This is an optimization exercise on Yosys and OpenROAD, whose aim is small area and a short achievable clock period, not a production implementation. At most, simulation tests tie the RTL to the original design; equivalence was not proved. Power is estimated from default activity; no workload was simulated.

==> 11-02: inputs <==
==> flow/design.v <==
module output_fifo (clk, reset, data_in, wr_en, capacity, AXIS_TDATA, AXIS_TVALID, AXIS_TREADY);
	parameter OUTW=32, DEPTH=64;
	localparam LOGDEPTH=$clog2(DEPTH);
	input clk, reset, wr_en, AXIS_TREADY;
	input [OUTW-1:0] data_in;
	output logic [OUTW-1:0] AXIS_TDATA;
	output logic AXIS_TVALID;
	output logic [($clog2(DEPTH+1))-1:0] capacity;
	logic [OUTW-1:0] sh [0:DEPTH-2];
	logic [LOGDEPTH-1:0] ridx;    
	logic ge2;                    
	logic [7:0] hi, lo;           
	wire pop = AXIS_TVALID & AXIS_TREADY;
	wire inc = wr_en & ~pop;
	wire dec = pop & ~wr_en;
	always_ff @(posedge clk)
		if (wr_en) begin
			sh[0] <= data_in;
			for (int i = 1; i < DEPTH-1; i++)
				sh[i] <= sh[i-1];
		end
	logic [OUTW-1:0] rd;
	logic [OUTW-1:0] grp [0:7];
	always_comb begin
		for (int g = 0; g < 8; g++) begin
			grp[g] = {OUTW{1'b0}};
			for (int j = 0; j < 8; j++)
				if (g*8+j < DEPTH-1)
					grp[g] = grp[g] | ({OUTW{lo[j]}} & sh[g*8+j]);
		end
		rd = ge2 ? {OUTW{1'b0}} : data_in;
		for (int g = 0; g < 8; g++)
			rd = rd | ({OUTW{hi[g]}} & grp[g]);
	end
	always_ff @(posedge clk)
		if (reset)
			AXIS_TDATA <= '0;
		else if (pop | ~AXIS_TVALID)
			AXIS_TDATA <= rd;
	logic [LOGDEPTH-1:0] ridx_n;
	logic ge2_n;
	always_comb begin
		ridx_n = ridx;
		ge2_n = ge2;
		if (inc) begin
			ridx_n = ridx + 1'b1;
			ge2_n = AXIS_TVALID;
		end else if (dec) begin
			ridx_n = ridx - 1'b1;
			ge2_n = ge2 & (ridx != 0);
		end
	end
	always_ff @(posedge clk) begin
		if (reset) begin
			capacity <= DEPTH;
			AXIS_TVALID <= 1'b0;
			ridx <= DEPTH-2;
			ge2 <= 1'b0;
			hi <= 8'd0;
			lo <= 8'd0;
		end else begin
			if (inc) begin
				capacity <= capacity - 1'b1;
				AXIS_TVALID <= 1'b1;
			end else if (dec) begin
				capacity <= capacity + 1'b1;
				AXIS_TVALID <= ge2;
			end
			ridx <= ridx_n;
			ge2 <= ge2_n;
			hi <= ge2_n ? (8'd1 << ridx_n[5:3]) : 8'd0;
			lo <= 8'd1 << ridx_n[2:0];
		end
	end
endmodule
==> flow/run.sh <==
#!/bin/bash
# synth_recipe.tcl (not shown) runs the flow's synth.tcl, then flattens the netlist and writes it again
# the make line also repeats each setting of config.mk as NAME=value (left out here)
make -C /OpenROAD-flow-scripts/flow DESIGN_CONFIG=/design/flow/config.mk WORK_HOME=/design/flow/orfs CLKGATE_MAP_FILE= SYNTH_SCRIPT=/design/flow/synth_recipe.tcl finish
==> flow/config.mk <==
export PLATFORM = sky130hd
export DESIGN_NAME = output_fifo
export DESIGN_NICKNAME = output_fifo
export VERILOG_FILES = /design/flow/design.v
export SDC_FILE = /design/flow/constraint.sdc
export NUM_CORES = 4
export LEC_CHECK = 0
export CAP_MARGIN = 20
export CORE_MARGIN = 2
export CORE_UTILIZATION = 65
export CTS_CLUSTER_DIAMETER = 90
export CTS_CLUSTER_SIZE = 24
export SETUP_SLACK_MARGIN = 3.2
export SLEW_MARGIN = 20
export TNS_END_PERCENT = 5
==> flow/constraint.sdc <==
create_clock -name core_clock -period 5.5 [get_ports {clk}]
set_input_delay 1.1000 -clock core_clock [delete_from_list [all_inputs] [get_ports {clk}]]
set_output_delay 1.1000 -clock core_clock [all_outputs]
set_load 0.01 [all_outputs]
==> 04-28: changes against 11-02 <==
==> flow/design.v (replaced) <==
module output_fifo (clk, reset, data_in, wr_en, capacity, AXIS_TDATA, AXIS_TVALID, AXIS_TREADY);
	parameter OUTW=32, DEPTH=64;
	localparam LOGDEPTH=$clog2(DEPTH);
	input clk, reset, wr_en, AXIS_TREADY;
	input [OUTW-1:0] data_in;
	output logic [OUTW-1:0] AXIS_TDATA;
	output logic AXIS_TVALID;
	output logic [($clog2(DEPTH+1))-1:0] capacity;
	logic [OUTW-1:0] sh [0:DEPTH-2];
	logic [OUTW-1:0] dq;          
	logic wq;                     
	logic [LOGDEPTH-1:0] r;       
	logic mz;                     
	logic [7:0] hi, lo;           
	wire pop = AXIS_TVALID & AXIS_TREADY;
	wire load = pop | ~AXIS_TVALID;       
	wire inc = wr_en & ~pop;
	wire dec = pop & ~wr_en;
	always_ff @(posedge clk) begin
		dq <= data_in;
		if (wq) begin
			sh[0] <= dq;
			for (int i = 1; i < DEPTH-1; i++)
				sh[i] <= sh[i-1];
		end
	end
	logic [OUTW-1:0] grp [0:7];
	logic [OUTW-1:0] rd;
	always_comb begin
		for (int g = 0; g < 8; g++) begin
			grp[g] = {OUTW{1'b0}};
			for (int j = 0; j < 8; j++)
				if (g*8+j < DEPTH-1)
					grp[g] = grp[g] | ({OUTW{lo[j]}} & sh[g*8+j]);
		end
		rd = {OUTW{1'b0}};
		for (int g = 0; g < 8; g++)
			rd = rd | ({OUTW{hi[g]}} & grp[g]);
		if (mz)
			rd = wq ? dq : data_in;
	end
	always_ff @(posedge clk)
		if (reset)
			AXIS_TDATA <= '0;
		else if (load)
			AXIS_TDATA <= rd;
	logic [LOGDEPTH-1:0] r_n;
	logic mz_n;
	logic up, dn;
	always_comb begin
		dn = load & ~mz;                  
		up = wq & ~(load & mz);           
		r_n = r;
		mz_n = mz;
		if (up & ~dn) begin
			r_n = r + 1'b1;
			mz_n = 1'b0;
		end else if (dn & ~up) begin
			r_n = r - 1'b1;
			mz_n = (r == 0);
		end
	end
	always_ff @(posedge clk) begin
		if (reset) begin
			capacity <= DEPTH;
			AXIS_TVALID <= 1'b0;
			wq <= 1'b0;
			r <= '1;
			mz <= 1'b1;
			hi <= 8'd0;
			lo <= 8'd0;
		end else begin
			if (inc) begin
				capacity <= capacity - 1'b1;
				AXIS_TVALID <= 1'b1;
			end else if (dec) begin
				capacity <= capacity + 1'b1;
				AXIS_TVALID <= ~mz | wq;
			end
			wq <= wr_en & ~(load & mz & ~wq);
			r <= r_n;
			mz <= mz_n;
			hi <= mz_n ? 8'd0 : (8'd1 << r_n[5:3]);
			lo <= mz_n ? 8'd0 : (8'd1 << r_n[2:0]);
		end
	end
endmodule
==> flow/flow/run.sh (new file) <==
#!/bin/bash
set -euo pipefail
bash standard.sh MATCH_CELL_FOOTPRINT=0 finish > standard_make.log 2>&1
==> flow/standard.sh (new file) <==
#!/bin/bash
# synth_recipe.tcl (not shown) runs the flow's synth.tcl, then flattens the netlist and writes it again
# the make line also repeats each setting of config.mk as NAME=value (left out here)
make -C /OpenROAD-flow-scripts/flow DESIGN_CONFIG=/design/flow/config.mk WORK_HOME=/design/flow/orfs CLKGATE_MAP_FILE= SYNTH_SCRIPT=/design/flow/synth_recipe.tcl "${@:-finish}"
removed: flow/run.sh
==> summary.md <==
| Metric | Value |
|---|---|
| Adder-cell share of the synthesized area | 0.175% |
| Cell area after synthesis | 75700 um^2 |
| Critical Path Sink Type | flip-flop |
| End of the worst register-to-register path | AXIS_TDATA[29] |
| Status | complete, no violations |
| Via count | 41600 |
| Synth Area in Compound Gates | 12.0% |
| Cell variety after synth | 53 |
| Number of multi-input logic gates | 1622 |
-- figures above: 04-28

==> summary.md <==
| Metric | Value |
|---|---|
| Status | complete, no violations |
| Slew Limit Headroom | 23.8% |
| Number of multi-input logic gates | 1633 |
| Cell variety after synth | 45 |
| Setup crit start | AXIS_TDATA[8] |
| Critical Path Sink Type | output pin |
| Adder-cell share of the synthesized area | 0.195% |
| Most Used Layer, Global Route | met2 |
| Initial antenna violation count | 7 |
| End of the worst register-to-register path | capacity[6] |
| Syn_nets | 4065 |
| Grt ovf | 0 |
-- figures above: 11-02


---

==> run G: inputs <==
Another version of the RTL of output_fifo (not shown whole).
Design output_fifo, start of the top module:
module output_fifo (clk, reset, data_in, wr_en, capacity, AXIS_TDATA, AXIS_TVALID, AXIS_TREADY);
	parameter OUTW=32, DEPTH=64;
	localparam LOGDEPTH=$clog2(DEPTH);
	input clk, reset, wr_en, AXIS_TREADY;
	input [OUTW-1:0] data_in;
	output logic [OUTW-1:0] AXIS_TDATA;
	output logic AXIS_TVALID;
	output logic [($clog2(DEPTH+1))-1:0] capacity;
	logic [OUTW-1:0] sh [0:DEPTH-2];
	logic [LOGDEPTH-1:0] ridx;    
	logic ge2;                    
	wire pop = AXIS_TVALID & AXIS_TREADY;
	wire inc = wr_en & ~pop;
	wire dec = pop & ~wr_en;
	always_ff @(posedge clk)
		if (wr_en) begin
			sh[0] <= data_in;
			for (int i = 1; i < DEPTH-1; i++)
				sh[i] <= sh[i-1];
		end
	always_ff @(posedge clk)
		if (pop | ~AXIS_TVALID)
			AXIS_TDATA <= ge2 ? sh[ridx] : data_in;
	always_ff @(posedge clk) begin
		if (reset) begin
			capacity <= DEPTH;
			AXIS_TVALID <= 1'b0;
			ridx <= DEPTH-2;
			ge2 <= 1'b0;
		end else if (inc) begin
			capacity <= capacity - 1'b1;
			AXIS_TVALID <= 1'b1;
			ridx <= ridx + 1'b1;
			ge2 <= AXIS_TVALID;
		end else if (dec) begin
			capacity <= capacity + 1'b1;
			AXIS_TVALID <= ge2;
			ridx <= ridx - 1'b1;
			ge2 <= ge2 & (ridx != 0);
		end
	end
endmodule
==> module output_fifo, before the edit <==
module output_fifo (clk, reset, data_in, wr_en, capacity, AXIS_TDATA, AXIS_TVALID, AXIS_TREADY);
	parameter OUTW=32, DEPTH=64;
	localparam LOGDEPTH=$clog2(DEPTH);
	input clk, reset, wr_en, AXIS_TREADY;
	input [OUTW-1:0] data_in;
	output logic [OUTW-1:0] AXIS_TDATA;
	output logic AXIS_TVALID;
	output logic [($clog2(DEPTH+1))-1:0] capacity;
	logic [OUTW-1:0] sh [0:DEPTH-2];
	logic [LOGDEPTH-1:0] ridx;    
	logic ge2;                    
	wire pop = AXIS_TVALID & AXIS_TREADY;
	wire inc = wr_en & ~pop;
	wire dec = pop & ~wr_en;
	always_ff @(posedge clk)
		if (wr_en) begin
			sh[0] <= data_in;
			for (int i = 1; i < DEPTH-1; i++)
				sh[i] <= sh[i-1];
		end
	always_ff @(posedge clk)
		if (pop | ~AXIS_TVALID)
			AXIS_TDATA <= ge2 ? sh[ridx] : data_in;
	always_ff @(posedge clk) begin
		if (reset) begin
			capacity <= DEPTH;
			AXIS_TVALID <= 1'b0;
			ridx <= DEPTH-2;
			ge2 <= 1'b0;
		end else if (inc) begin
			capacity <= capacity - 1'b1;
			AXIS_TVALID <= 1'b1;
			ridx <= ridx + 1'b1;
			ge2 <= AXIS_TVALID;
		end else if (dec) begin
			capacity <= capacity + 1'b1;
			AXIS_TVALID <= ge2;
			ridx <= ridx - 1'b1;
			ge2 <= ge2 & (ridx != 0);
		end
	end
endmodule
make LEC_CHECK=0 CAP_MARGIN=20 CORE_MARGIN=2 CORE_UTILIZATION=40 SLEW_MARGIN=20 finish   # period 5.5 ns
run.sh (not shown) runs the stock make flow with config.mk's settings and CLKGATE_MAP_FILE= SYNTH_SCRIPT=/design/flow/synth_recipe.tcl, a recipe that flattens the netlist after the stock synthesis.
Stock flow here: none of the scripts above is used.
==> run E (differences from run G) <==
--- a/flow/design.v
+++ b/flow/design.v
@@ -10,4 +10,5 @@
 	logic [LOGDEPTH-1:0] ridx;    
 	logic ge2;                    
+	logic [7:0] hi, lo;           
 	wire pop = AXIS_TVALID & AXIS_TREADY;
 	wire inc = wr_en & ~pop;
@@ -19,7 +20,37 @@
 				sh[i] <= sh[i-1];
 		end
-	always_ff @(posedge clk)
-		if (pop | ~AXIS_TVALID)
-			AXIS_TDATA <= ge2 ? sh[ridx] : data_in;
+	logic [OUTW-1:0] rd;
+	logic [OUTW-1:0] grp [0:7];
+	always_comb begin
+		for (int g = 0; g < 8; g++) begin
+			grp[g] = {OUTW{1'b0}};
+			for (int j = 0; j < 8; j++)
+				if (g*8+j < DEPTH-1)
+					grp[g] = grp[g] | ({OUTW{lo[j]}} & sh[g*8+j]);
+		end
+		rd = ge2 ? {OUTW{1'b0}} : data_in;
+		for (int g = 0; g < 8; g++)
+			rd = rd | ({OUTW{hi[g]}} & grp[g]);
+	end
+	logic [OUTW-1:0] head_b;
+	wire load = pop | ~AXIS_TVALID;
+	wire [OUTW-1:0] head_n = load ? rd : ~head_b;
+	always_ff @(posedge clk) begin
+		head_b <= ~head_n;
+		AXIS_TDATA <= head_n;
+	end
+	logic [LOGDEPTH-1:0] ridx_n;
+	logic ge2_n;
+	always_comb begin
+		ridx_n = ridx;
+		ge2_n = ge2;
+		if (inc) begin
+			ridx_n = ridx + 1'b1;
+			ge2_n = AXIS_TVALID;
+		end else if (dec) begin
+			ridx_n = ridx - 1'b1;
+			ge2_n = ge2 & (ridx != 0);
+		end
+	end
 	always_ff @(posedge clk) begin
 		if (reset) begin
@@ -28,14 +59,18 @@
 			ridx <= DEPTH-2;
 			ge2 <= 1'b0;
-		end else if (inc) begin
-			capacity <= capacity - 1'b1;
-			AXIS_TVALID <= 1'b1;
-			ridx <= ridx + 1'b1;
-			ge2 <= AXIS_TVALID;
-		end else if (dec) begin
-			capacity <= capacity + 1'b1;
-			AXIS_TVALID <= ge2;
-			ridx <= ridx - 1'b1;
-			ge2 <= ge2 & (ridx != 0);
+			hi <= 8'd0;
+			lo <= 8'd0;
+		end else begin
+			if (inc) begin
+				capacity <= capacity - 1'b1;
+				AXIS_TVALID <= 1'b1;
+			end else if (dec) begin
+				capacity <= capacity + 1'b1;
+				AXIS_TVALID <= ge2;
+			end
+			ridx <= ridx_n;
+			ge2 <= ge2_n;
+			hi <= ge2_n ? (8'd1 << ridx_n[5:3]) : 8'd0;
+			lo <= 8'd1 << ridx_n[2:0];
 		end
 	end
Settings changed: CORE_UTILIZATION 40 to 55, CTS_CLUSTER_DIAMETER from default to 100, CTS_CLUSTER_SIZE from default to 30, SETUP_SLACK_MARGIN from default to 3.
==> run B (differences from run G) <==
--- a/flow/design.v
+++ b/flow/design.v
@@ -10,4 +10,5 @@
 	logic [LOGDEPTH-1:0] ridx;    
 	logic ge2;                    
+	logic [7:0] hi, lo;           
 	wire pop = AXIS_TVALID & AXIS_TREADY;
 	wire inc = wr_en & ~pop;
@@ -19,7 +20,30 @@
 				sh[i] <= sh[i-1];
 		end
-	always_ff @(posedge clk)
-		if (pop | ~AXIS_TVALID)
-			AXIS_TDATA <= ge2 ? sh[ridx] : data_in;
+	logic [OUTW-1:0] rd;
+	always_comb begin
+		rd = ge2 ? {OUTW{1'b0}} : data_in;
+		for (int k = 0; k < DEPTH-1; k++)
+			rd = rd | ({OUTW{hi[k/8] & lo[k%8]}} & sh[k]);
+	end
+	logic [OUTW-1:0] head_b;
+	wire load = pop | ~AXIS_TVALID;
+	wire [OUTW-1:0] head_n = load ? rd : ~head_b;
+	always_ff @(posedge clk) begin
+		head_b <= ~head_n;
+		AXIS_TDATA <= head_n;
+	end
+	logic [LOGDEPTH-1:0] ridx_n;
+	logic ge2_n;
+	always_comb begin
+		ridx_n = ridx;
+		ge2_n = ge2;
+		if (inc) begin
+			ridx_n = ridx + 1'b1;
+			ge2_n = AXIS_TVALID;
+		end else if (dec) begin
+			ridx_n = ridx - 1'b1;
+			ge2_n = ge2 & (ridx != 0);
+		end
+	end
 	always_ff @(posedge clk) begin
 		if (reset) begin
@@ -28,14 +52,18 @@
 			ridx <= DEPTH-2;
 			ge2 <= 1'b0;
-		end else if (inc) begin
-			capacity <= capacity - 1'b1;
-			AXIS_TVALID <= 1'b1;
-			ridx <= ridx + 1'b1;
-			ge2 <= AXIS_TVALID;
-		end else if (dec) begin
-			capacity <= capacity + 1'b1;
-			AXIS_TVALID <= ge2;
-			ridx <= ridx - 1'b1;
-			ge2 <= ge2 & (ridx != 0);
+			hi <= 8'd0;
+			lo <= 8'd0;
+		end else begin
+			if (inc) begin
+				capacity <= capacity - 1'b1;
+				AXIS_TVALID <= 1'b1;
+			end else if (dec) begin
+				capacity <= capacity + 1'b1;
+				AXIS_TVALID <= ge2;
+			end
+			ridx <= ridx_n;
+			ge2 <= ge2_n;
+			hi <= ge2_n ? (8'd1 << ridx_n[5:3]) : 8'd0;
+			lo <= 8'd1 << ridx_n[2:0];
 		end
 	end
Settings changed: CTS_CLUSTER_DIAMETER from default to 100, CTS_CLUSTER_SIZE from default to 30, SETUP_SLACK_MARGIN from default to 3.
==> comparison <==
- Run E finished clean. Run G produced a clean layout. Run B completed with no timing, DRC or antenna violations.
- Against run E, the flip-flop and latch count of run G is lower by 48.
- Fmax is about the same in run E and run B.
- The lowest combinational power belongs to run G, the highest to run E.
- The lowest routed wire length belongs to run E, the highest to run G.
- Against run G, the design area of run E is lower by about 6%.
For run G, only the layout was checked, not whether the RTL still works.

separate check: timing with driven ports:
Ports are ideal in the flow. The routed layouts listed here were re-timed in OpenROAD. Step 1, drivers: a clkbuf_16 drives clk and a buf_2 each remaining input, both assumed. Step 2 times the ports against the registers' clock, not the clock port: input delays grow and output delays shrink by t, the midpoint of the rising clock arrivals with the driver on. Three values: ideal, step 1, step 2; two values: the first two.
| run | shift t [ns] | setup slack, ns | worst setup path after step 2 | worst slew at a driven data input, ns | cell pins on the clock port's net |
|---|---|---|---|---|---|
| 11-02 | 0.793 | 3.061 / 2.954 / 2.161 | input to register | 0.23 | 1 |
| 04-28 | 0.792 | 3.166 / 3.098 / 2.510 | input to register | 0.07 | 1 |
| run G | 0.938 | 0.941 / 0.941 / 0.941 | register to register | 0.11 | 1 |
| run E | 0.794 | 2.999 / 2.967 / 2.172 | input to register | 0.28 | 1 |
| run B | 0.811 | 2.994 / 2.971 / 2.196 | input to register | 0.20 | 1 |
After both steps every run listed still meets setup and hold. The setup slack of 11-02, which loses most, moves by -0.107 ns with the drivers and by -0.900 ns with both steps.
